Background: an optimization exercise with open tools, aiming at small area. Do not read the settings as production practice. Only simulation tests tie the RTL to the original design; equivalence was not proved. In every run shown here, the design's own scripts or RTL, not TritonCTS, make the clock network. The clock port is modelled as an ideal driver, which makes a skipped or thinned clock tree look cheaper than it is; a real chip needs a root buffer or a tree. Power and IR drop assume default switching activity.

### flow/constraint.sdc
create_clock -name core_clock -period 5.0 [get_ports {clk}]
set_input_delay 1.0000 -clock core_clock [delete_from_list [all_inputs] [get_ports {clk}]]
set_output_delay 1.0000 -clock core_clock [all_outputs]
set_load 0.01 [all_outputs]
### flow/config.mk
export PLATFORM = sky130hd
export DESIGN_NAME = direc
export DESIGN_NICKNAME = direc
export VERILOG_FILES = /design/flow/design.v
export SDC_FILE = /design/flow/constraint.sdc
export NUM_CORES = 4
export LEC_CHECK = 0
export CAP_MARGIN = 20
export CORE_MARGIN = 2
export CORE_UTILIZATION = 40
export SLEW_MARGIN = 20
### flow/flow/own_synth.tcl
# The standard flow's synthesis (synth_recipe.tcl) with two changes: Yosys does not extract
# half/full adders, and ABC maps for area with the script named by OWN_ABC_SCRIPT.
# Flip-flops are mapped before ABC runs, so the registers are the standard ones.
proc extract_fa {args} {}
proc abc {args} {
  set i [lsearch -exact $args -script]
  if {$i >= 0} {
    lset args [expr {$i + 1}] $::env(OWN_ABC_SCRIPT)
  }
  yosys abc {*}$args
}
source $::env(OWN_WORK)/synth_recipe.tcl
### flow/flow/area.abc
strash
&get -n
&deepsyn -T 20
&put
dch -f
amap
mfs2
strash
dch -f
amap
topo
### flow/flow/run.sh
#!/bin/bash
# Layout: the standard flow (standard.sh) with an area-oriented ABC mapping in
# synthesis, unit-size port buffers, and in place of the clock tree one clock
# buffer for each of CLOCK_GROUPS groups of flip-flops (one_clock_buffer.tcl). make's output goes to make_flow.log; each ORFS step
# keeps its own log under orfs/logs.
set -euo pipefail
W=$(pwd)
export OWN_WORK=$W
export OWN_ABC_SCRIPT=$W/flow/area.abc
export CLOCK_BUFFER=sky130_fd_sc_hd__clkbuf_8
export CLOCK_GROUPS=2
bash standard.sh \
  SYNTH_SCRIPT=$W/flow/own_synth.tcl \
  REMOVE_ABC_BUFFERS=1 \
  "BUFFER_PORTS_ARGS=-buffer_cell sky130_fd_sc_hd__buf_1" \
  PRE_CTS_TCL=$W/flow/one_clock_buffer.tcl \
  finish > $W/make_flow.log 2>&1
### flow/design.v
module direc (output1,secs_segments,changed,reset,clk);
output [13:0] secs_segments;
output [6:0] output1;
input changed;
input reset;
input clk;
reg       ph2;
reg [2:0] ph7;
reg [1:0] ph3;
wire scan_tick = ~ph2 & ph3[1];
wire sec_inc   = scan_tick & ph7[0];
always @(posedge clk)
if (!reset) begin
  ph2 <= 1'b0; ph7 <= 3'd0; ph3 <= 2'd0;
end else begin
  ph2 <= ~ph2;
  ph7 <= (ph7[2] & ph7[1]) ? 3'd0 : ph7 + 3'd1;
  ph3 <= {ph3[0], ~ph3[1] & ~ph3[0]};
end
reg [3:0] su, mu;
reg [2:0] st, mt;
wire su9 = su[3] & su[0];
wire st5 = st[2] & st[0];
wire mu9 = mu[3] & mu[0];
wire mt5 = mt[2] & mt[0];
wire s_wrap = sec_inc & su9 & st5;
always @(posedge clk)
if (!reset) begin
  su <= 4'd0; st <= 3'd0; mu <= 4'd0; mt <= 3'd0;
end else begin
  if (sec_inc) su <= su9 ? 4'd0 : su + 4'd1;
  if (sec_inc & su9) st <= st5 ? 3'd0 : st + 3'd1;
  if (s_wrap) mu <= mu9 ? 4'd0 : mu + 4'd1;
  if (s_wrap & mu9) mt <= mt5 ? 3'd0 : mt + 3'd1;
end
reg [9:0] pos;
wire pos_end = pos[9] & pos[8] & pos[7] & pos[2];
wire low = ~|pos[9:6];
wire [5:0] p = pos[5:0];
wire p1 = low & (p == 6'd1);
wire p5 = low & (p == 6'd5);
reg [1:0] ht;       
reg [3:0] hu;       
wire new_hour = (mt == 3'd0) & ~mu[3] & ~(mu[2] & mu[1]);
wire tens_carry = (hu[3] & hu[0]) | (ht[1] & hu[1] & hu[0]);
wire units_zero = (hu[3] & hu[0]) | (~ht[1] & ~ht[0] & ~hu[2] & hu[1] & hu[0] & ~mu[2]);
always @(posedge clk)
if (!reset) begin
  pos <= 10'd1; ht <= 2'd3; hu <= 4'd15;
end else if (scan_tick) begin
  pos <= pos_end ? 10'd1 : pos + 10'd1;
  if (p1 & new_hour & tens_carry) ht <= {~ht[1] & ht[0], ~ht[1] & ~ht[0]};
  if (p5 & new_hour) hu <= units_zero ? 4'd0 : hu + 4'd1;
end
function [6:0] seg;
input [3:0] d;
seg = d == 4'd0 ? 7'b0111111 :
      d == 4'd1 ? 7'b0000110 :
      d == 4'd2 ? 7'b1011011 :
      d == 4'd3 ? 7'b1001111 :
      d == 4'd4 ? 7'b1100110 :
      d == 4'd5 ? 7'b1101101 :
      d == 4'd6 ? 7'b1111101 :
      d == 4'd7 ? 7'b0000111 :
      d == 4'd8 ? 7'b1111111 :
      d == 4'd9 ? 7'b1101111 : 7'b0000000;
endfunction
wire [3:0] dig = p == 6'd2  ? {2'b00, ht} :
                 p == 6'd6  ? hu :
                 p == 6'd29 ? {1'b0, mt} :
                 p == 6'd35 ? mu :
                 p == 6'd58 ? {1'b0, st} :
                 p == 6'd63 ? su : 4'd15;
wire [6:0] tim = low ? seg(dig) : 7'b0000000;
reg [6:0] ecl;
always @(*) begin
  ecl = 7'b0000000;
  if (low & ~p[5] & p[1] & ~p[0])
    case (p[4:2])
      3'd0: ecl = 7'b1111001;
      3'd1: ecl = 7'b0111001;
      3'd2: ecl = 7'b0111000;
      3'd3: ecl = 7'b0110000;
      3'd4: ecl = 7'b1110011;
      3'd5: ecl = 7'b1101101;
      3'd6: ecl = 7'b1111011;
      default: ecl = 7'b0000000;
    endcase
end
assign output1 = changed ? ecl : tim;
assign secs_segments = {~(ht[1] & ht[0] ? 7'b0000000 : seg({2'b00, ht})), ~(hu[3] & hu[2] ? 7'b0000000 : seg(hu))};
endmodule
### flow/standard.sh
#!/bin/bash
# synth_recipe.tcl (not shown) runs the flow's synth.tcl, then flattens the netlist and writes it again
# the make line also repeats each setting of config.mk as NAME=value (left out here)
make -C /OpenROAD-flow-scripts/flow DESIGN_CONFIG=/design/flow/config.mk WORK_HOME=/design/flow/orfs CLKGATE_MAP_FILE= SYNTH_SCRIPT=/design/flow/synth_recipe.tcl "${@:-finish}"
### flow/flow/one_clock_buffer.tcl
# PRE_CTS hook: in place of TritonCTS's H-tree, the flip-flops are split into
# CLOCK_GROUPS groups by position (halving along the wider side) and one clock
# buffer at each group's centre drives the group's clock pins. Every register's
# clock comes from the clock port through exactly one buffer.
proc clock_groups {items n} {
  if {$n <= 1 || [llength $items] < 2} { return [list $items] }
  set xs [lmap it $items {lindex $it 1}]
  set ys [lmap it $items {lindex $it 2}]
  set dx [expr {[tcl::mathfunc::max {*}$xs] - [tcl::mathfunc::min {*}$xs]}]
  set dy [expr {[tcl::mathfunc::max {*}$ys] - [tcl::mathfunc::min {*}$ys]}]
  set k [expr {$dx >= $dy ? 1 : 2}]
  set sorted [lsort -real -index $k $items]
  set h [expr {[llength $sorted] / 2}]
  set m [expr {$n / 2}]
  return [concat [clock_groups [lrange $sorted 0 [expr {$h - 1}]] $m] \
                 [clock_groups [lrange $sorted $h end] [expr {$n - $m}]]]
}

proc clock_tree_synthesis {args} {
  set block [ord::get_db_block]
  set dbu [$block getDbUnitsPerMicron]
  set items {}
  foreach pin [get_pins -of_objects [get_nets clk]] {
    set bb [[[sta::sta_to_db_pin $pin] getInst] getBBox]
    lappend items [list $pin [expr {([$bb xMin] + [$bb xMax]) / 2.0 / $dbu}] \
                             [expr {([$bb yMin] + [$bb yMax]) / 2.0 / $dbu}]]
  }
  foreach group [clock_groups $items $::env(CLOCK_GROUPS)] {
    set pins [lmap it $group {lindex $it 0}]
    set x [expr {[tcl::mathop::+ {*}[lmap it $group {lindex $it 1}]] / [llength $group]}]
    set y [expr {[tcl::mathop::+ {*}[lmap it $group {lindex $it 2}]] / [llength $group]}]
    set buf [insert_buffer -buffer_cell $::env(CLOCK_BUFFER) -net clk -load_pins $pins \
      -location [list $x $y] -buffer_name clkbuf_root -net_name clk_root]
    puts "clock buffer [get_full_name $buf] at ($x, $y) for [llength $pins] clock pins"
  }
}
==> results.sh, run 1 <==
export IMPL_slew_headroom_pct=68.0
export IMPL_critical_path_class="flop to primary output"
export IMPL_skew_ns=0.00449
export IMPL_rsz0062_at_grt="false"
export IMPL_worstPathMaxFanout=12
export IMPL_grt_pass1_wl_um=6960
export IMPL_grt_usage_pct=16.3
export IMPL_fp_dieW_um=70.7
export IMPL_drtAntennaViolNets=0
export IMPL_core_area_sq_um=4320
export IMPL_p_int_uw=340
export IMPL_power_density_nw_per_um2=228
export IMPL_core_rowCount=24
export IMPL_gp_congestion=1.01
export IMPL_grt_pass1_vias=1501
export IMPL_synth_edf_count=0
export IMPL_antenna_cells=0
export IMPL_end_kind="primary output"
export IMPL_avgSynthCellArea_sq_um=7.12
export IMPL_synth_ff_type="dfxtp_1"
export IMPL_post_dp_hpwl_um=3230
export IMPL_overflow=0
export IMPL_combPwrFrac_pct=7.0
export IMPL_cts_setup_buffers=0
export IMPL_fillers=466
export IMPL_worst_pin_slew_ns=0.476
export IMPL_cts_clk_slew_worst_paths_ns=0.11
export IMPL_netlist_top_cells_count="nor2_1 (47), clkinv_1 (38), dfxtp_1 (36), nand2_1 (21), nor3_1 (19)"
export IMPL_crit_required_ns=4.00
export IMPL_synth_warnings=1
export IMPL_r2r_setup_slack_ns=2.35
export IMPL_worstSkewPairLatency_ns=0.17
export IMPL_drive_gt1_share_pct=0.738
export IMPL_via_count=1754
export IMPL_first_pass_iters=5
export IMPL_placement_io_buffers=23
export IMPL_cts_resized=0
export IMPL_sw_frac_of_total_pct=23.0
export IMPL_viasPerCell=5.43
export IMPL_p_sw_uw=102
export IMPL_ios=24
export IMPL_first_iter_violations=94
export IMPL_syn_inst=250
export IMPL_finalCritPeriodShare_pct=87.9
export IMPL_setup_viol=0
export IMPL_finalSetupTns_ns=0
export IMPL_area_growth_pct=8.99
export IMPL_final_max_slew_violation_count=0
export IMPL_p_leak_nw=0.670
export IMPL_syn_area_sq_um=1780
export IMPL_ir_worst_vdd_uv=113
export IMPL_ys_types=33
export IMPL_seq_power_share_pct=67.4
export IMPL_hold_slack_ns=0.414
export IMPL_synth_top_area_share_pct=40.5
export IMPL_die_h_um=70.7
export IMPL_final_nets=276
export IMPL_start_util_pct=41.2
export IMPL_grt_max_degree=19
export IMPL_drc=0
export IMPL_synth_area_leaders="dfxtp_1 (40%), nor2_1 (9.9%), clkinv_1 (8.0%)"
export IMPL_hold_buffers=0
export IMPL_wirelength_um=4090
export IMPL_grt_antenna_before_repair=0
export IMPL_dieArea_sq_um=5000
export IMPL_ys_seq_elements=36
export IMPL_clkPwrFrac_pct=25.7
export IMPL_hold_path_class="flop to flop"
export IMPL_ys_async_sr_fraction_pct=0
export IMPL_crit_arrival_ns=3.39
export IMPL_yosysSeqAreaShare_pct=40.5
export IMPL_max_freq_mhz=228
export IMPL_wl_per_cell_um=12.7
export IMPL_yosys_cell_count_top_type="nor2_1"
export IMPL_cap_violations=0
export IMPL_status="finished clean"
export IMPL_yosysTopAreaCell="dfxtp_1"
export IMPL_startpoint_type="flop"
export IMPL_hold_violations=0
export IMPL_fin_crit_ns=4.39
cell type report, clock buffers not listed:
cell class,count,area (sq um),area share (%)
inverters,38,143,7.35
multi-input cells,172,898,46.3
flip-flops and latches,36,721,37.1
well taps,52,65.1,3.35
repair buffers,23,86.3,4.45
layer usage:
layer	vias to the layer above	share of wire [%]	track usage (%)
met2	44	42	25.3
li1	917	-	-
met3	7	4.3	0.997
met1	786	52	24.8
met4	0	2.1	3.56
met5	-	0	0
cell usage in the layout (no fill, tap or decap), types with 2 or more instances in the layout:
cell type and n:
nor3_1 19, dfxtp_1 36, nand2_1 21, or2_0 4, nor4_1 3, a21oi_1 10
or3_1 3, buf_1 23, o21ai_0 16, clkinv_1 38, or4_1 4, nor2_1 47
o22ai_1 9, nand3_1 2, o21a_1 4, clkbuf_8 2, o221ai_1 3, a211oi_1 7
and3_1 2, nor2b_1 3, a31oi_1 3
power groups by stage:
stage               clock (mW)  combinational (mW)  sequential [mW]
floorplan                    0              0.0203            0.304
global placement             0              0.0308            0.304
detailed placement           0              0.0308            0.304
CTS                     0.0803              0.0310            0.304
global route             0.125              0.0352            0.298
finish                   0.113              0.0308            0.298
registers in the layout, indices dropped and copies added, names as in the netlist:
signal and count:
mt 3, ht 2, ph7 3, mu 4
st 3, pos 10, su 4, ph2 1
hu 4, ph3 2
metrics by stage:
stage / utilization (%) / setup slack, ns / power [mW] / cell area, sq um / instances
finish: 44.9 / 0.607 / 0.442 / 1940 / 323
global route: 44.9 / 0.0854 / 0.458 / 1940 / 323
CTS: 44.9 / 0.830 / 0.416 / 1940 / 323
detailed placement: 44.2 / 0.867 / 0.335 / 1910 / 321
global placement: 44.2 / 0.774 / 0.335 / 1910 / 321
floorplan: - / 1.32 / 0.324 / 1760 / 246
kinds of logic after synthesis:
group	Yosys count	share of synthesized area [%]
AOI/OAI and AO/OA	62	22.6
buffers and inverters	42	9.07
DFF	36	40.5
and+or+nand+nor	110	27.9
critical path: stages (launching register included):
cell      delay, ns
dfxtp_1        0.46
nor2_1         0.28
clkinv_1       0.14
nor4_1         0.31
clkinv_1       0.22
o22ai_1        0.15
nand2_1        0.07
o21ai_0        0.09
o221ai_1       0.13
o21ai_0        0.20
o22ai_1        0.18
nor2_1         0.24
nor2_1         0.09
a21oi_1        0.16
a211o_1        0.14
nand2_1        0.05
a21oi_1        0.15
buf_1          0.16
path summary, 6_finish.rpt:
check,startpoint,endpoint,cells past startpoint
worst min-delay path,ph3[0]$_SDFF_PN0_,ph3[0]$_SDFF_PN0_,1
worst max-delay path,pos[2]$_SDFFE_PN0P_,output1[4],17
worst max register to register,ph3[1]$_SDFF_PN0_,mt[2]$_SDFFE_PN0P_,13
worst min register to register,ph3[0]$_SDFF_PN0_,ph3[0]$_SDFF_PN0_,1
==> inputs of run 2 (changes only) <==
--- a/flow/flow/run.sh
+++ b/flow/flow/run.sh
@@ -8,6 +8,6 @@
 export OWN_WORK=$W
 export OWN_ABC_SCRIPT=$W/flow/area.abc
-export CLOCK_BUFFER=sky130_fd_sc_hd__clkbuf_8
-export CLOCK_GROUPS=2
+export CLOCK_BUFFER=sky130_fd_sc_hd__clkbuf_4
+export CLOCK_GROUPS=4
 bash standard.sh \
   SYNTH_SCRIPT=$W/flow/own_synth.tcl \
==> run 2 against run 1 <==
- still clean on timing, DRC and antenna
- global-route usage increased by 0.24 points
- clock power about the same
- first-iteration DRC count decreased by 9.6%
- sequential cell count unchanged
- die area unchanged
- critical path depth unchanged
- critical path type unchanged
- largest cell class unchanged
==> results.sh, run 2 <==
export IMPL_yosys_cell_count_top_type="nor2_1"
export IMPL_grt_usage_pct=16.5
export IMPL_core_rowCount=24
export IMPL_grt_use_met2_pct=25.4
export IMPL_drive_gt1_share_pct=1.47
export IMPL_grt_pass1_wl_um=7030
export IMPL_power_density_nw_per_um2=226
export IMPL_start_util_pct=41.2
export IMPL_first_iter_violations=85
export IMPL_final_max_slew_violation_count=0
export IMPL_via_count=1753
export IMPL_final_nets=278
export IMPL_die_h_um=70.7
export IMPL_hp_start="ph3[0]$_SDFF_PN0_"
export IMPL_r2r_start="ph3[1]$_SDFF_PN0_"
export IMPL_setup_viol=0
export IMPL_netlist_top_cells_count="nor2_1 (47), clkinv_1 (38), dfxtp_1 (36), nand2_1 (21), nor3_1 (19)"
export IMPL_hold_path_class="flop to flop"
export IMPL_synth_ff_type="dfxtp_1"
export IMPL_first_pass_iters=4
export IMPL_hold_buffers=0
export IMPL_fin_crit_ns=4.39
export IMPL_cap_violations=0
export IMPL_power_uw=439
export IMPL_cts_clk_slew_worst_paths_ns=0.10
export IMPL_synth_edf_count=0
export IMPL_fillers=469
export IMPL_finalCritPeriodShare_pct=87.8
export IMPL_crit_arrival_ns=3.39
export IMPL_busiest_layer="met2"
export IMPL_drtAntennaViolNets=0
export IMPL_cts_setup_buffers=0
export IMPL_rsz0062_at_grt="false"
export IMPL_critical_path_class="flop to primary output"
export IMPL_area_growth_pct=9.14
export IMPL_overflow=0
export IMPL_placement_io_buffers=23
export IMPL_ir_worst_vdd_uv=150
export IMPL_top_register="pos"
export IMPL_ys_types=33
export IMPL_avgSynthCellArea_sq_um=7.12
export IMPL_wirelength_um=4090
export IMPL_syn_area_sq_um=1780
export IMPL_hold_violations=0
export IMPL_status="finished clean"
export IMPL_drc=0
export IMPL_yosysSeqAreaShare_pct=40.5
export IMPL_slew_headroom_pct=67.7
export IMPL_finalSetupTns_ns=0
export IMPL_gp_congestion=1.01
export IMPL_synth_warnings=1
export IMPL_ys_async_sr_fraction_pct=0
export IMPL_grt_util_met3_pct=1.99
export IMPL_synth_top_area_share_pct=40.5
export IMPL_met1_usage_pct=24.7
export IMPL_worstSkewPairLatency_ns=0.16
export IMPL_grt_antenna_before_repair=0
export IMPL_startpoint_type="flop"
export IMPL_crit_required_ns=4.00
export IMPL_syn_inst=250
export IMPL_viasPerCell=5.39
export IMPL_cts_resized=0
export IMPL_fp_dieW_um=70.7
export IMPL_end_kind="primary output"
export IMPL_grt_max_degree=13
export IMPL_synth_area_leaders="dfxtp_1 (40%), nor2_1 (9.9%), clkinv_1 (8.0%)"
export IMPL_yosysTopAreaCell="dfxtp_1"
export IMPL_post_dp_hpwl_um=3230
export IMPL_core_area_sq_um=4320
export IMPL_grt_pass1_vias=1517
export IMPL_wl_per_cell_um=12.6
export IMPL_fin_util_pct=44.9
export IMPL_max_freq_mhz=228
export IMPL_largest_register_ffs=10
export IMPL_cp_startpoint="pos[2]$_SDFFE_PN0P_"
export IMPL_ys_seq_elements=36
export IMPL_antenna_cells=0
export IMPL_ios=24
export IMPL_stdcell_area_sq_um=1940
export IMPL_p_leak_nw=0.674
export IMPL_final_cell_mix="nor2_1 (47), clkinv_1 (38), dfxtp_1 (36), buf_1 (23), nand2_1 (21)"
export IMPL_worst_pin_slew_ns=0.481
export IMPL_layout_commonest_cell="nor2_1"
export IMPL_dieArea_sq_um=5000
export IMPL_r2r_setup_slack_ns=2.38
export IMPL_place_area_sq_um=1910
export IMPL_skew_ns=0.0119
export IMPL_worstPathMaxFanout=12
==> run 2: cell count changes in the layout (fill, tap and decap cells not counted) <==
cell      before  now
clkbuf_8       2    0
clkbuf_4       0    4
==> run 2: layout make-up, clock buffers not listed <==
cell class	count	area (sq um)	share of cell area (%)
multi-input cells	172	898	46.2
flip-flops and latches	36	721	37.1
inverters	38	143	7.34
repair buffers	23	86.3	4.44
well taps	52	65.1	3.35
==> run 2: stage by stage <==
stage / cells / hold slack, ns / worst slack, ns
CTS: 325 / 0.398 / 0.830
global route: 325 / 0.431 / 0.0936
finish: 325 / 0.411 / 0.612
detailed placement: 321 / 0.395 / 0.867
global placement: 321 / 0.391 / 0.774
floorplan: 246 / 0.383 / 1.32
==> run 2: final timing paths <==
path                   endpoint  cells after the start
max                  output1[4]                     17
min           ph3[0]$_SDFF_PN0_                      1
max reg2reg  mt[2]$_SDFFE_PN0P_                     13
min reg2reg   ph3[0]$_SDFF_PN0_                      1
==> run 2: critical path: stages (launching register included) <==
cell and delay, ns:
dfxtp_1 0.46, nor2_1 0.28, clkinv_1 0.15, nor4_1 0.31, clkinv_1 0.22, o22ai_1 0.15, nand2_1 0.06, o21ai_0 0.09
o221ai_1 0.13, o21ai_0 0.20, o22ai_1 0.18, nor2_1 0.24, nor2_1 0.09, a21oi_1 0.16, a211o_1 0.14, nand2_1 0.05
a21oi_1 0.15, buf_1 0.16
==> run 2: power by group <==
group | switching [mW] | leakage, nW | total [mW] | internal (mW)
combinational | 0.0205 | 0.364 | 0.0308 | 0.0102
sequential | 0.00498 | 0.292 | 0.298 | 0.293
clock | 0.0723 | 0.0184 | 0.111 | 0.0383
==> run 2: layer usage <==
metal,part of all wire [%],up-vias
met1,50,771
met3,5.7,10
met4,2.3,0
li1,-,926
met2,42,46
met5,0,-
==> run 2: logic make-up (layout without fill, tap and decap cells) <==
group | count (synthesis) | in the layout | synth area share (%)
compound gates | 62 | 62 | 22.6
buf+inv | 42 | 65 | 9.07
flops | 36 | 36 | 40.5
simple gates | 110 | 110 | 27.9
==> inputs of run 3 (changes only) <==
==> flow/flow/run.sh (replaced) <==
#!/bin/bash
# Layout: the standard flow (standard.sh) with three changes:
# - synthesis maps the logic with three area-oriented ABC scripts and keeps the
#   smallest result (own_synth.tcl); flip-flops are mapped as standard;
# - the port buffers are buf_1;
# - in place of the clock tree, one clock buffer drives each of CLOCK_GROUPS
#   groups of flip-flops (one_clock_buffer.tcl).
# make's output goes to make_flow.log; each ORFS step keeps its log in orfs/logs.
set -euo pipefail
W=$(pwd)
export OWN_WORK=$W
export OWN_ABC_SCRIPTS="$W/flow/abc_a.abc $W/flow/abc_b.abc $W/flow/abc_c.abc"
export CLOCK_BUFFER=sky130_fd_sc_hd__clkbuf_4
export CLOCK_GROUPS=4
bash standard.sh \
  SYNTH_SCRIPT=$W/flow/own_synth.tcl \
  REMOVE_ABC_BUFFERS=1 \
  "BUFFER_PORTS_ARGS=-buffer_cell sky130_fd_sc_hd__buf_1" \
  PRE_CTS_TCL=$W/flow/one_clock_buffer.tcl \
  finish > $W/make_flow.log 2>&1
==> flow/flow/abc_a.abc (new file) <==
strash
&get -n
&deepsyn -T 20
&put
dch -f
amap
mfs2
strash
dch -f
amap
topo
==> flow/flow/abc_b.abc (new file) <==
strash
&get -n
&deepsyn -T 20
&put
dch -f
amap
mfs2
strash
&get -n
&deepsyn -T 10
&put
dch -f
amap
mfs2
strash
dch -f
amap
topo
==> flow/flow/abc_c.abc (new file) <==
strash
dch -f
if -K 4 -a
mfs2 -W 10
strash
dch -f
amap
mfs2
strash
dch -f
amap
topo
==> flow/flow/own_synth.tcl (replaced) <==
# The standard flow's synthesis (synth_recipe.tcl) with two changes: Yosys does not extract
# half/full adders, and ABC maps for area: each script in OWN_ABC_SCRIPTS is tried
# on the same logic and the mapping with the smallest cell area is kept.
# Flip-flops are mapped before ABC runs, so the registers are the standard ones.
proc extract_fa {args} {}
proc abc {args} {
  set i [lsearch -exact $args -script]
  set j [lsearch -exact $args -liberty]
  set lib [lindex $args [expr {$j + 1}]]
  yosys design -save own_pre_abc
  set best ""
  set best_area 0
  foreach script $::env(OWN_ABC_SCRIPTS) {
    yosys design -load own_pre_abc
    lset args [expr {$i + 1}] $script
    yosys abc {*}$args
    set out [tee -q -s result.string stat -liberty $lib]
    regexp {Chip area for (?:top )?module '[^']*': ([0-9.]+)} $out -> area
    puts "OWN abc script $script: area $area"
    if {$best eq "" || $area < $best_area} {
      set best $script
      set best_area $area
      yosys design -save own_best_abc
    }
  }
  puts "OWN abc script kept: $best (area $best_area)"
  yosys design -load own_best_abc
}
source $::env(OWN_WORK)/synth_recipe.tcl
removed: flow/flow/area.abc
==> run 3 against run 2 <==
- area after synthesis unchanged
- cell area unchanged
- largest power group unchanged
- critical path type unchanged
- critical path depth unchanged
==> results.sh, run 3 <==
export IMPL_end_kind="primary output"
export IMPL_met1_usage_pct=24.7
export IMPL_crit_arrival_ns=3.39
export IMPL_yosysSeqAreaShare_pct=40.5
export IMPL_final_nets=278
export IMPL_cp_top_family="compound AO/OA/AOI/OAI gates"
export IMPL_p_leak_nw=0.674
export IMPL_first_iter_violations=85
export IMPL_cp_startpoint="pos[2]$_SDFFE_PN0P_"
export IMPL_ys_seq_elements=36
export IMPL_die_h_um=70.7
export IMPL_layout_commonest_cell="nor2_1"
export IMPL_cpPeakStageDelay_ns=0.46
export IMPL_largest_register_ffs=10
export IMPL_ys_async_sr_fraction_pct=0
export IMPL_crit_required_ns=4.00
export IMPL_syn_inst=250
export IMPL_clkPwrFrac_pct=25.2
export IMPL_cpMostUsedCell="nor2_1"
export IMPL_finalSetupTns_ns=0
export IMPL_cap_violations=0
export IMPL_dieArea_sq_um=5000
export IMPL_antenna_cells=0
export IMPL_cp_cell_sequence="nor2_1 -> clkinv_1 -> nor4_1 -> clkinv_1 -> o22ai_1 -> nand2_1 -> o21ai_0 -> o221ai_1 -> o21ai_0 -> o22ai_1 -> nor2_1 -> nor2_1 -> a21oi_1 -> a211o_1 -> nand2_1 -> a21oi_1 -> buf_1"
export IMPL_synth_warnings=1
export IMPL_hold_path_class="flop to flop"
export IMPL_grt_use_met2_pct=25.4
export IMPL_cts_resized=0
export IMPL_status="finished clean"
export IMPL_synth_ff_type="dfxtp_1"
export IMPL_fin_crit_ns=4.39
export IMPL_p_int_uw=341
export IMPL_avgSynthCellArea_sq_um=7.12
export IMPL_place_area_sq_um=1910
export IMPL_via_count=1753
export IMPL_power_density_nw_per_um2=226
export IMPL_grt_pass1_wl_um=7030
export IMPL_yosysTopAreaCell="dfxtp_1"
export IMPL_ir_worst_vdd_uv=150
export IMPL_yosys_cell_count_top_type="nor2_1"
export IMPL_cts_setup_buffers=0
export IMPL_grt_pass1_vias=1517
export IMPL_viasPerCell=5.39
export IMPL_hold_buffers=0
export IMPL_drc=0
export IMPL_worstSkewPairLatency_ns=0.16
export IMPL_wirelength_um=4090
export IMPL_grt_antenna_before_repair=0
export IMPL_core_rowCount=24
export IMPL_grt_usage_pct=16.5
export IMPL_ios=24
export IMPL_wl_per_cell_um=12.6
export IMPL_top_register="pos"
export IMPL_hold_slack_ns=0.411
export IMPL_synth_edf_count=0
export IMPL_final_max_slew_violation_count=0
export IMPL_cts_clk_slew_worst_paths_ns=0.10
export IMPL_placement_io_buffers=23
export IMPL_sw_frac_of_total_pct=22.3
export IMPL_syn_area_sq_um=1780
export IMPL_ys_types=33
export IMPL_crit_slowest_cell="dfxtp_1"
export IMPL_combPwrFrac_pct=7.0
export IMPL_gp_congestion=1.01
export IMPL_path_buf_inv=3
export IMPL_skew_ns=0.0119
export IMPL_slew_headroom_pct=67.7
export IMPL_synth_top_area_share_pct=40.5
export IMPL_first_pass_iters=4
export IMPL_core_area_sq_um=4320
export IMPL_p_sw_uw=97.8
export IMPL_worstPathMaxFanout=12
export IMPL_hp_start="ph3[0]$_SDFF_PN0_"
export IMPL_drtAntennaViolNets=0
export IMPL_synth_area_leaders="dfxtp_1 (40%), nor2_1 (9.9%), clkinv_1 (8.0%)"
export IMPL_area_growth_pct=9.14
export IMPL_r2r_start="ph3[1]$_SDFF_PN0_"
export IMPL_seq_power_share_pct=67.8
export IMPL_netlist_top_cells_count="nor2_1 (47), clkinv_1 (38), dfxtp_1 (36), nand2_1 (21), nor3_1 (19)"
export IMPL_drive_gt1_share_pct=1.47
export IMPL_worst_pin_slew_ns=0.481
export IMPL_start_util_pct=41.2
export IMPL_finalCritPeriodShare_pct=87.8
export IMPL_grt_max_degree=13
export IMPL_final_cell_mix="nor2_1 (47), clkinv_1 (38), dfxtp_1 (36), buf_1 (23), nand2_1 (21)"
export IMPL_hold_violations=0
export IMPL_grt_util_met3_pct=1.99
export IMPL_startpoint_type="flop"
export IMPL_stdcell_area_sq_um=1940
export IMPL_critical_path_class="flop to primary output"
export IMPL_busiest_layer="met2"
export IMPL_max_freq_mhz=228
export IMPL_fp_dieW_um=70.7
export IMPL_overflow=0
export IMPL_post_dp_hpwl_um=3230
export IMPL_rsz0062_at_grt="false"
export IMPL_setup_viol=0
[run 3: power groups by stage]
| stage | clock, mW | sequential (mW) | combinational (mW) |
|---|---|---|---|
| floorplan | 0 | 0.304 | 0.0203 |
| global placement | 0 | 0.304 | 0.0308 |
| detailed placement | 0 | 0.304 | 0.0308 |
| CTS | 0.0818 | 0.304 | 0.0310 |
| global route | 0.126 | 0.298 | 0.0352 |
| finish | 0.111 | 0.298 | 0.0308 |
[run 3: logic make-up after synthesis]
kind of cell	Yosys count	share of synthesized area (%)
simple gates	110	27.9
compound gates	62	22.6
buf+inv	42	9.07
flops	36	40.5
[run 3: final timing paths]
check / end / slack [ns] / cells after the start
hold / removal: ph3[0]$_SDFF_PN0_ / 0.41 / 1
setup reg to reg: mt[2]$_SDFFE_PN0P_ / 2.38 / 13
hold reg to reg: ph3[0]$_SDFF_PN0_ / 0.41 / 1
setup / recovery: output1[4] / 0.61 / 17
[run 3: final cells by class, clock buffers not listed]
class / count / area, sq um
fill: 469 / 2380
tap: 52 / 65.1
timing repair buffer: 23 / 86.3
multi-input combinational: 172 / 898
sequential: 36 / 721
inverter: 38 / 143
[run 3: layer usage]
metal	wire length (um)	up-vias
met3	234	10
li1	-	926
met4	92	0
met2	1700	46
met1	2060	771
met5	0	-
[run 3: per-stage QoR]
step | total power, mW | setup slack (ns) | utilization (%) | instances
final | 0.439 | 0.612 | 44.9 | 325
after global routing | 0.460 | 0.0936 | 44.9 | 325
after CTS | 0.417 | 0.830 | 44.9 | 325
after detailed placement | 0.335 | 0.867 | 44.2 | 321
after global placement | 0.335 | 0.774 | 44.2 | 321
after floorplan | 0.324 | 1.32 | - | 246
==> inputs of run 4 (changes only) <==
--- a/flow/design.v
+++ b/flow/design.v
@@ -25,15 +25,34 @@
 wire mt5 = mt[2] & mt[0];
 wire s_wrap = sec_inc & su9 & st5;
+wire e_st = sec_inc & su9;
+wire e_mu = e_st & st5;
+wire e_mt = e_mu & mu9;
 always @(posedge clk)
 if (!reset) begin
   su <= 4'd0; st <= 3'd0; mu <= 4'd0; mt <= 3'd0;
 end else begin
-  if (sec_inc) su <= su9 ? 4'd0 : su + 4'd1;
-  if (sec_inc & su9) st <= st5 ? 3'd0 : st + 3'd1;
-  if (s_wrap) mu <= mu9 ? 4'd0 : mu + 4'd1;
-  if (s_wrap & mu9) mt <= mt5 ? 3'd0 : mt + 3'd1;
+  su[0] <= su[0] ^ sec_inc;
+  su[1] <= su[1] ^ (sec_inc & su[0] & ~su[3]);
+  su[2] <= su[2] ^ (sec_inc & su[0] & su[1]);
+  su[3] <= su[3] ^ (sec_inc & su[0] & (su[3] | (su[1] & su[2])));
+  st[0] <= st[0] ^ e_st;
+  st[1] <= st[1] ^ (e_st & st[0] & ~st[2]);
+  st[2] <= st[2] ^ (e_st & st[0] & (st[2] | st[1]));
+  mu[0] <= mu[0] ^ e_mu;
+  mu[1] <= mu[1] ^ (e_mu & mu[0] & ~mu[3]);
+  mu[2] <= mu[2] ^ (e_mu & mu[0] & mu[1]);
+  mu[3] <= mu[3] ^ (e_mu & mu[0] & (mu[3] | (mu[1] & mu[2])));
+  mt[0] <= mt[0] ^ e_mt;
+  mt[1] <= mt[1] ^ (e_mt & mt[0] & ~mt[2]);
+  mt[2] <= mt[2] ^ (e_mt & mt[0] & (mt[2] | mt[1]));
 end
 reg [9:0] pos;
 wire pos_end = pos[9] & pos[8] & pos[7] & pos[2];
+wire [9:0] pos_t;
+assign pos_t[0] = scan_tick;
+genvar gi;
+generate for (gi = 1; gi < 10; gi = gi + 1) begin : g_pos_t
+  assign pos_t[gi] = scan_tick & (&pos[gi-1:0]);
+end endgenerate
 wire low = ~|pos[9:6];
 wire [5:0] p = pos[5:0];
@@ -46,8 +65,10 @@
 wire units_zero = (hu[3] & hu[0]) | (~ht[1] & ~ht[0] & ~hu[2] & hu[1] & hu[0] & ~mu[2]);
 always @(posedge clk)
+if (!reset) pos <= 10'd1;
+else pos <= (pos ^ pos_t) & ~({3'b111, 4'b0000, 1'b1, 2'b00} & {10{scan_tick & pos_end}});
+always @(posedge clk)
 if (!reset) begin
-  pos <= 10'd1; ht <= 2'd3; hu <= 4'd15;
+  ht <= 2'd3; hu <= 4'd15;
 end else if (scan_tick) begin
-  pos <= pos_end ? 10'd1 : pos + 10'd1;
   if (p1 & new_hour & tens_carry) ht <= {~ht[1] & ht[0], ~ht[1] & ~ht[0]};
   if (p5 & new_hour) hu <= units_zero ? 4'd0 : hu + 4'd1;
==> run 4 against run 3 <==
- sequential share of layout area rose by 0.41 points
- area after synthesis fell by 1.6%
- power barely moved
- clock skew rose by 0.0023 ns
- clock power barely moved
- critical path depth fell by 5
- cell count fell by 3.4%
- maximum frequency rose by 8.5%
- combinational power fell by 7.8%
==> results.sh, run 4 <==
export IMPL_status="finished clean"
export IMPL_wl_per_cell_um=12.9
export IMPL_cp_depth=12
export IMPL_antenna_cells=0
export IMPL_syn_inst=238
export IMPL_gp_congestion=0.852
export IMPL_synth_top_area_share_pct=41.1
export IMPL_worstSkewPairLatency_ns=0.17
export IMPL_finalSetupTns_ns=0
export IMPL_finalCritPeriodShare_pct=80.9
export IMPL_yosysTopAreaCell="dfxtp_1"
export IMPL_rr_endpoint="mt[1]$_SDFF_PN0_"
export IMPL_worstPathMaxFanout=6
export IMPL_grt_max_degree=19
export IMPL_grt_pass1_vias=1490
export IMPL_core_rowCount=24
export IMPL_skew_ns=0.0141
export IMPL_post_dp_hpwl_um=3090
export IMPL_hold_depth=1
export IMPL_p_leak_nw=0.690
export IMPL_end_kind="primary output"
export IMPL_ys_seq_elements=36
export IMPL_cpPeakStageDelay_ns=0.44
export IMPL_via_count=1724
export IMPL_first_pass_iters=5
export IMPL_r2r_setup_slack_ns=2.51
export IMPL_startpoint_type="flop"
export IMPL_hp_start="ph3[0]$_SDFF_PN0_"
export IMPL_hold_violations=0
export IMPL_hold_buffers=0
export IMPL_top_register="pos"
export IMPL_die_h_um=70.2
export IMPL_cp_cell_sequence="clkinv_1 -> nor2b_1 -> nand2_1 -> or3_1 -> o2111a_1 -> o221ai_1 -> nor2b_1 -> o21ai_0 -> o21ai_0 -> clkinv_1 -> o22ai_1 -> buf_1"
export IMPL_cp_startpoint="pos[2]$_SDFF_PN0_"
export IMPL_cts_setup_buffers=0
export IMPL_drc=0
export IMPL_worst_r2r_cell_count=10
export IMPL_setup_viol=0
export IMPL_crit_arrival_ns=3.04
export IMPL_wirelength_um=4060
export IMPL_ys_async_sr_fraction_pct=0
export IMPL_synth_edf_count=0
export IMPL_power_uw=439
export IMPL_drtAntennaViolNets=0
export IMPL_holdPathEnd="ph3[0]$_SDFF_PN0_"
export IMPL_crit_slowest_cell="dfxtp_1"
export IMPL_area_growth_pct=9.71
export IMPL_cp_top_family="compound AO/OA/AOI/OAI gates"
export IMPL_hold_path_class="flop to flop"
export IMPL_drive_gt1_share_pct=1.91
export IMPL_cts_clk_slew_worst_paths_ns=0.10
export IMPL_synth_area_leaders="dfxtp_1 (41%), nor2_1 (9.9%), nor3_1 (5.1%)"
export IMPL_ys_types=32
export IMPL_synth_warnings=1
export IMPL_overflow=0
export IMPL_cts_resized=0
export IMPL_rsz0062_at_grt="false"
export IMPL_fp_dieW_um=70.2
export IMPL_final_nets=267
export IMPL_r2r_start="ph3[1]$_SDFF_PN0_"
export IMPL_yosysSeqAreaShare_pct=41.1
export IMPL_fin_crit_ns=4.04
export IMPL_grt_pass1_wl_um=6830
export IMPL_core_area_sq_um=4290
export IMPL_first_iter_violations=117
export IMPL_cap_violations=0
export IMPL_slew_headroom_pct=62.4
export IMPL_syn_area_sq_um=1750
export IMPL_final_max_slew_violation_count=0
export IMPL_start_util_pct=40.8
export IMPL_placement_io_buffers=23
export IMPL_dieArea_sq_um=4920
export IMPL_largest_register_ffs=10
export IMPL_grt_usage_pct=16.2
export IMPL_synth_ff_type="dfxtp_1"
export IMPL_ios=24
export IMPL_grt_antenna_before_repair=0
export IMPL_max_freq_mhz=247
export IMPL_viasPerCell=5.49
export IMPL_power_density_nw_per_um2=228
export IMPL_netlist_top_cells_count="nor2_1 (46), dfxtp_1 (36), clkinv_1 (24), nand2_1 (22), nor3_1 (18)"
export IMPL_avgSynthCellArea_sq_um=7.36
export IMPL_worst_pin_slew_ns=0.558
export IMPL_yosys_cell_count_top_type="nor2_1"
export IMPL_final_cell_mix="nor2_1 (46), dfxtp_1 (36), clkinv_1 (24), buf_1 (23), nand2_1 (22)"
export IMPL_crit_required_ns=4.00
export IMPL_critical_path_class="flop to primary output"
export IMPL_path_buf_inv=3
export IMPL_ir_worst_vdd_uv=127
export IMPL_layout_commonest_cell="nor2_1"
run 4: changes by cell type after synthesis, sizes merged, moves of 2 or more:
cell,change
o211a,+3
nor2b,+4
nand4,+4
o22ai,+2
o21ai,-2
clkinv,-14
a31oi,-2
run 4: routing by layer:
layer  vias to the layer above  track usage (%)  wire [um]
li1                        893                -          -
met1                       781             24.2       2070
met2                        48             26.3       1740
met3                         2             1.44        219
met4                         0             1.50         29
met5                         -                0          0
run 4: layout make-up, clock buffers not listed:
class / count / area (sq um)
flip-flops and latches: 36 / 721
well taps: 52 / 65.1
multi-input cells: 174 / 922
fillers: 446 / 2370
repair buffers: 24 / 93.8
inverters: 24 / 90.1
run 4: worst max-delay path by stage:
stage / endpoint / slack (ns)
2_1_floorplan: output1[2] / 1.56
3_3_place_gp: output1[4] / 1.15
3_5_place_dp: output1[4] / 1.19
4_1_cts: output1[4] / 1.18
5_1_grt: output1[2] / 0.63
6_report: output1[4] / 0.96
run 4: power by group:
| group | switching [mW] | internal, mW |
|---|---|---|
| registers | 0.00552 | 0.293 |
| clock network | 0.0738 | 0.0384 |
| logic | 0.0187 | 0.00977 |
run 4: per-stage QoR:
step / worst slack (ns) / area (sq um) / hold slack, ns / util (%) / cells
finish: 0.956 / 1920 / 0.413 / 44.8 / 314
global route: 0.630 / 1920 / 0.436 / 44.8 / 314
CTS: 1.18 / 1920 / 0.405 / 44.8 / 314
detailed placement: 1.19 / 1890 / 0.405 / 44.1 / 310
global placement: 1.15 / 1890 / 0.400 / 44.1 / 310
floorplan: 1.56 / 1730 / 0.383 / - / 234
run 4: cell families after synthesis:
logic type | after synthesis | share of synthesized area (%)
AOI/OAI and AO/OA | 59 | 22.3
buffers and inverters | 28 | 6.21
DFF | 36 | 41.1
and+or+nand+nor | 115 | 30.4
==> inputs of run 5 (changes only) <==
==> flow/flow/abc_c.abc (replaced) <==
strash
&get -n
&deepsyn -T 20
&put
dch -f
amap
mfs2
strash
dch -f
amap
mfs2
strash
dch -f
amap
topo
==> run 5 against run 4 <==
- highest routed layer unchanged
- largest cell class unchanged
- core utilization decreased by 0.058 points
- via count increased by 2.4%
- area after synthesis decreased by 0.14%
- critical path depth increased by 1
- largest power group unchanged
==> results.sh, run 5 <==
export IMPL_rsz0062_at_grt="false"
export IMPL_p_int_uw=340
export IMPL_clkPwrFrac_pct=25.4
export IMPL_p_leak_nw=0.684
export IMPL_p_sw_uw=96.0
export IMPL_top_register="pos"
export IMPL_critical_path_class="flop to primary output"
export IMPL_cts_resized=0
export IMPL_yosys_cell_count_top_type="nor2_1"
export IMPL_drc=0
export IMPL_finalCritPeriodShare_pct=79.6
export IMPL_drive_gt1_share_pct=1.87
export IMPL_skew_ns=0.0114
export IMPL_start_util_pct=40.7
export IMPL_cts_clk_slew_worst_paths_ns=0.09
export IMPL_overflow=0
export IMPL_synth_edf_count=0
export IMPL_core_area_sq_um=4290
export IMPL_startpoint_type="flop"
export IMPL_final_cell_mix="nor2_1 (47), dfxtp_1 (36), clkinv_1 (32), buf_1 (23)"
export IMPL_via_count=1766
export IMPL_status="finished clean"
export IMPL_cpPeakStageDelay_ns=0.55
export IMPL_gp_congestion=0.878
export IMPL_syn_inst=244
export IMPL_ys_async_sr_fraction_pct=0
export IMPL_max_freq_mhz=251
export IMPL_place_inst=316
export IMPL_wirelength_um=4060
export IMPL_yosysTopAreaCell="dfxtp_1"
export IMPL_cap_violations=0
export IMPL_layout_commonest_cell="nor2_1"
export IMPL_viasPerCell=5.52
export IMPL_first_pass_iters=4
export IMPL_worstSkewPairLatency_ns=0.16
export IMPL_synth_warnings=1
export IMPL_hold_violations=0
export IMPL_hold_buffers=0
export IMPL_core_rowCount=24
export IMPL_power_density_nw_per_um2=227
export IMPL_wl_per_cell_um=12.7
export IMPL_ir_worst_vdd_uv=141
export IMPL_largest_register_ffs=10
export IMPL_hold_path_class="flop to flop"
export IMPL_fin_cells=320
export IMPL_synth_top_area_share_pct=41.2
export IMPL_ios=24
export IMPL_drtAntennaViolNets=0
export IMPL_synth_ff_type="dfxtp_1"
export IMPL_crit_arrival_ns=2.98
export IMPL_fp_dieW_um=70.1
export IMPL_busiest_layer="met2"
export IMPL_grt_use_met2_pct=27.0
export IMPL_cp_top_family="simple AND/OR/NAND/NOR gates"
export IMPL_path_buf_inv=3
export IMPL_placement_io_buffers=23
export IMPL_grt_util_met3_pct=1.01
export IMPL_sw_frac_of_total_pct=22.0
export IMPL_final_max_slew_violation_count=0
export IMPL_fin_crit_ns=3.98
export IMPL_combPwrFrac_pct=6.3
export IMPL_post_dp_hpwl_um=3170
export IMPL_area_growth_pct=9.73
export IMPL_grt_usage_pct=16.7
export IMPL_setup_viol=0
export IMPL_seq_power_share_pct=68.3
export IMPL_cp_cell_sequence="clkinv_1 -> nor2_1 -> clkinv_1 -> or4_1 -> o22ai_1 -> nor3_1 -> nor3_1 -> or2_0 -> o21ai_0 -> o21ai_0 -> a21o_1 -> o21a_1 -> buf_1"
export IMPL_cts_setup_buffers=0
export IMPL_avgSynthCellArea_sq_um=7.17
export IMPL_grt_pass1_vias=1545
export IMPL_netlist_top_cells_count="nor2_1 (47), dfxtp_1 (36), clkinv_1 (32), nand2_1 (20), o21ai_0 (20)"
export IMPL_yosysSeqAreaShare_pct=41.2
export IMPL_antenna_cells=0
export IMPL_slew_headroom_pct=63.5
export IMPL_first_iter_violations=88
export IMPL_ys_types=30
export IMPL_dieArea_sq_um=4920
export IMPL_die_h_um=70.1
export IMPL_grt_antenna_before_repair=0
export IMPL_synth_area_leaders="dfxtp_1 (41%), nor2_1 (10%), clkinv_1 (6.9%)"
export IMPL_worstPathMaxFanout=7
export IMPL_ys_seq_elements=36
export IMPL_end_kind="primary output"
export IMPL_final_nets=273
export IMPL_worst_pin_slew_ns=0.543
export IMPL_grt_pass1_wl_um=6980
export IMPL_crit_required_ns=4.00
export IMPL_syn_area_sq_um=1750
export IMPL_finalSetupTns_ns=0
export IMPL_crit_slowest_cell="or4_1"
export IMPL_met1_usage_pct=24.7
export IMPL_grt_max_degree=19
-- run 5: cell types whose count changed after synthesis, sizes merged, moves of 2 or more --
| cell | change |
|---|---|
| nand2 | -2 |
| o221ai | -2 |
| or3 | -2 |
| clkinv | +8 |
| o21ai | +6 |
| nor2b | -3 |
-- run 5: through the flow --
step	hold slack [ns]	power [mW]	utilization, %	setup WS [ns]	area, sq um
after CTS	0.404	0.414	44.7	1.22	1920
after detailed placement	0.404	0.332	44.0	1.23	1890
final	0.418	0.436	44.7	1.02	1920
after floorplan	0.383	0.322	-	1.53	1730
after global placement	0.400	0.332	44.0	1.27	1890
after global routing	0.445	0.458	44.7	0.659	1920
-- run 5: per-layer routing --
layer	vias to the layer above	part of all wire (%)
met1	813	51
met2	37	43
met5	-	0
met4	0	2.1
li1	910	-
met3	6	3.6
-- run 5: cell type report, clock buffers not listed --
type	count	area (sq um)
well taps	52	65.1
fillers	463	2370
repair buffers	24	93.8
multi-input cells	172	890
flip-flops and latches	36	721
inverters	32	120
-- run 5: cell families after synthesis --
kind of cell / Yosys count / share of synthesized area [%]
AOI/OAI and AO/OA: 62 / 22.1
and+or+nand+nor: 109 / 28.3
buffers and inverters: 36 / 7.94
DFF: 36 / 41.2
xor gates and xnor gates: 1 / 0.501
-- run 5: path summary, 6_finish.rpt --
path                           from           endpoint  slack [ns]  depth (start not counted)
setup reg to reg  ph3[1]$_SDFF_PN0_  pos[9]$_SDFF_PN0_        2.57                         14
setup / recovery  pos[4]$_SDFF_PN0_         output1[2]        1.02                         13
hold / removal    ph3[1]$_SDFF_PN0_  ph3[0]$_SDFF_PN0_        0.42                          1
hold reg to reg   ph3[1]$_SDFF_PN0_  ph3[0]$_SDFF_PN0_        0.42                          1
-- run 5: power groups by stage --
stage	combinational, mW	sequential, mW	clock (mW)
after floorplan	0.0176	0.304	0
after global placement	0.0279	0.305	0
after detailed placement	0.0278	0.305	0
after CTS	0.0279	0.305	0.0818
after global routing	0.0317	0.299	0.127
final	0.0276	0.298	0.111
==> inputs of run 6 (changes only) <==
--- a/flow/design.v
+++ b/flow/design.v
@@ -23,6 +23,4 @@
 wire st5 = st[2] & st[0];
 wire mu9 = mu[3] & mu[0];
-wire mt5 = mt[2] & mt[0];
-wire s_wrap = sec_inc & su9 & st5;
 wire e_st = sec_inc & su9;
 wire e_mu = e_st & st5;
==> run 6 against run 5 <==
- clock power about the same
- register-to-register slack about the same
- clock skew unchanged
- critical path type unchanged
- sequential power about the same
- largest cell class unchanged
- setup slack unchanged
- die area unchanged
- maximum frequency unchanged
- core utilization unchanged
- worst hold slack unchanged
- wire length unchanged
- cell area unchanged
- area after synthesis unchanged
==> results.sh, run 6 <==
export IMPL_status="finished clean"
export IMPL_drtAntennaViolNets=0
export IMPL_grt_usage_pct=16.7
export IMPL_finalCritPeriodShare_pct=79.6
export IMPL_ios=24
export IMPL_rr_endpoint="pos[9]$_SDFF_PN0_"
export IMPL_worst_pin_slew_ns=0.543
export IMPL_via_count=1766
export IMPL_yosysTopAreaCell="dfxtp_1"
export IMPL_power_density_nw_per_um2=227
export IMPL_die_h_um=70.1
export IMPL_grt_antenna_before_repair=0
export IMPL_wl_per_cell_um=12.7
export IMPL_placement_io_buffers=23
export IMPL_gp_congestion=0.878
export IMPL_hold_buffers=0
export IMPL_overflow=0
export IMPL_drive_gt1_share_pct=1.87
export IMPL_path_buf_inv=3
export IMPL_yosys_cell_count_top_type="nor2_1"
export IMPL_r2r_setup_slack_ns=2.57
export IMPL_hp_start="ph3[1]$_SDFF_PN0_"
export IMPL_crit_slowest_cell="or4_1"
export IMPL_ys_async_sr_fraction_pct=0
export IMPL_final_max_slew_violation_count=0
export IMPL_worstPathMaxFanout=7
export IMPL_drc=0
export IMPL_cts_setup_buffers=0
export IMPL_core_area_sq_um=4290
export IMPL_skew_ns=0.0114
export IMPL_p_leak_nw=0.684
export IMPL_cpPeakStageDelay_ns=0.55
export IMPL_grt_pass1_wl_um=6980
export IMPL_cts_clk_slew_worst_paths_ns=0.09
export IMPL_rsz0062_at_grt="false"
export IMPL_final_nets=273
export IMPL_hold_path_class="flop to flop"
export IMPL_power_uw=436
export IMPL_post_dp_hpwl_um=3170
export IMPL_netlist_top_cells_count="nor2_1 (47), dfxtp_1 (36), clkinv_1 (32), nand2_1 (20), o21ai_0 (20)"
export IMPL_synth_warnings=1
export IMPL_area_growth_pct=9.73
export IMPL_cap_violations=0
export IMPL_avgSynthCellArea_sq_um=7.17
export IMPL_finalSetupTns_ns=0
export IMPL_final_cell_mix="nor2_1 (47), dfxtp_1 (36), clkinv_1 (32), buf_1 (23)"
export IMPL_slew_headroom_pct=63.5
export IMPL_fp_dieW_um=70.1
export IMPL_crit_arrival_ns=2.98
export IMPL_r2r_start="ph3[1]$_SDFF_PN0_"
export IMPL_antenna_cells=0
export IMPL_synth_ff_type="dfxtp_1"
export IMPL_syn_inst=244
export IMPL_worst_r2r_cell_count=14
export IMPL_largest_register_ffs=10
export IMPL_viasPerCell=5.52
export IMPL_first_iter_violations=88
export IMPL_critical_path_class="flop to primary output"
export IMPL_cts_resized=0
export IMPL_holdPathEnd="ph3[0]$_SDFF_PN0_"
export IMPL_top_register="pos"
export IMPL_wirelength_um=4060
export IMPL_grt_pass1_vias=1545
export IMPL_fin_util_pct=44.7
export IMPL_yosysSeqAreaShare_pct=41.2
export IMPL_hold_depth=1
export IMPL_fillers=463
export IMPL_place_inst=316
export IMPL_max_freq_mhz=251
export IMPL_layout_commonest_cell="nor2_1"
export IMPL_core_rowCount=24
export IMPL_ys_types=30
export IMPL_hold_violations=0
export IMPL_synth_edf_count=0
export IMPL_syn_area_sq_um=1750
export IMPL_ir_worst_vdd_uv=141
export IMPL_cp_top_family="simple AND/OR/NAND/NOR gates"
export IMPL_cp_cell_sequence="clkinv_1 -> nor2_1 -> clkinv_1 -> or4_1 -> o22ai_1 -> nor3_1 -> nor3_1 -> or2_0 -> o21ai_0 -> o21ai_0 -> a21o_1 -> o21a_1 -> buf_1"
export IMPL_end_kind="primary output"
export IMPL_synth_top_area_share_pct=41.2
export IMPL_synth_area_leaders="dfxtp_1 (41%), nor2_1 (10%), clkinv_1 (6.9%)"
export IMPL_start_util_pct=40.7
export IMPL_worstSkewPairLatency_ns=0.16
export IMPL_fin_cells=320
export IMPL_fin_crit_ns=3.98
export IMPL_setup_viol=0
export IMPL_startpoint_type="flop"
export IMPL_grt_max_degree=19
export IMPL_crit_required_ns=4.00
export IMPL_dieArea_sq_um=4920
export IMPL_first_pass_iters=4
export IMPL_ys_seq_elements=36
## run 6: cell counts in the layout (fill, tap and decap cells not counted)
No cell type changed its count.
## run 6: final cells by class, clock buffers not listed
class,instances,area [sq um],area share (%)
tap,52,65.1,3.39
multi-input combinational,172,890,46.3
sequential,36,721,37.5
timing repair buffer,24,93.8,4.89
inverter,32,120,6.26
## run 6: layer usage
metal / wire [um] / track usage [%] / up-vias
met1: 2070 / 24.7 / 813
met5: 0 / 0 / -
met3: 145 / 1.01 / 6
met2: 1760 / 27.0 / 37
met4: 86 / 3.21 / 0
li1: - / - / 910
## run 6: worst max-delay path by stage
stage                            startpoint          to  slack (ns)  cells after the start
after floorplan           pos[4]$_SDFF_PN0_  output1[2]        1.53                     12
after global placement    pos[4]$_SDFF_PN0_  output1[3]        1.27                     12
after detailed placement  pos[4]$_SDFF_PN0_  output1[2]        1.23                     13
after CTS                 pos[4]$_SDFF_PN0_  output1[2]        1.22                     13
after global routing      pos[4]$_SDFF_PN0_  output1[2]        0.66                     13
final                     pos[4]$_SDFF_PN0_  output1[2]        1.02                     13
## run 6: stage by stage
step                      hold WS [ns]  setup WS, ns  cell area [sq um]
after global routing             0.445         0.659               1920
after CTS                        0.404          1.22               1920
after floorplan                  0.383          1.53               1730
after detailed placement         0.404          1.23               1890
final                            0.418          1.02               1920
after global placement           0.400          1.27               1890
## run 6: kinds of logic after synthesis
logic type,share of synthesized area (%)
AO/OA/AOI/OAI,22.1
XOR/XNOR,0.501
buffers and inverters,7.94
flip-flops,41.2
AND/OR/NAND/NOR,28.3
## run 6: report_power, final
part / leakage, nW / total, mW / internal [mW] / switching (mW)
logic: 0.374 / 0.0276 / 0.00952 / 0.0181
clock network: 0.0184 / 0.111 / 0.0383 / 0.0726
registers: 0.292 / 0.298 / 0.293 / 0.00530
total: 0.684 / 0.436 / 0.340 / 0.0960

-- static timing again, ports no longer ideal --
No port has a modelled driver above. Below, the same layouts with a new extraction and two added sets of constraints. Step 1 sets driving cells, clkbuf_16 on the clock port and buf_2 on the other inputs (assumed; they add their load-dependent delay and slew). Step 2 moves the port delays by t, midway between the first and last clock arrival at a register: inputs arrive t later, outputs are due t later. That takes back most of the time a late clock gives input paths. a / b / c = ideal / step 1 / step 2; a / b = the first two.
| run | shift t [ns] | slack for setup (ns) | worst setup path at the end | worst slew at a driven data input, ns |
|---|---|---|---|---|
| run 1 | 0.201 | 0.607 / 0.571 / 0.772 | register to output | 0.03 |
| run 2 | 0.203 | 0.612 / 0.565 / 0.768 | register to output | 0.03 |
| run 3 | 0.203 | 0.612 / 0.565 / 0.768 | register to output | 0.03 |
| run 4 | 0.204 | 0.956 / 0.910 / 1.114 | register to output | 0.03 |
| run 5 | 0.205 | 1.020 / 0.974 / 1.179 | register to output | 0.03 |
| run 6 | 0.205 | 1.020 / 0.974 / 1.179 | register to output | 0.03 |
After both steps setup and hold are still met in every run listed.
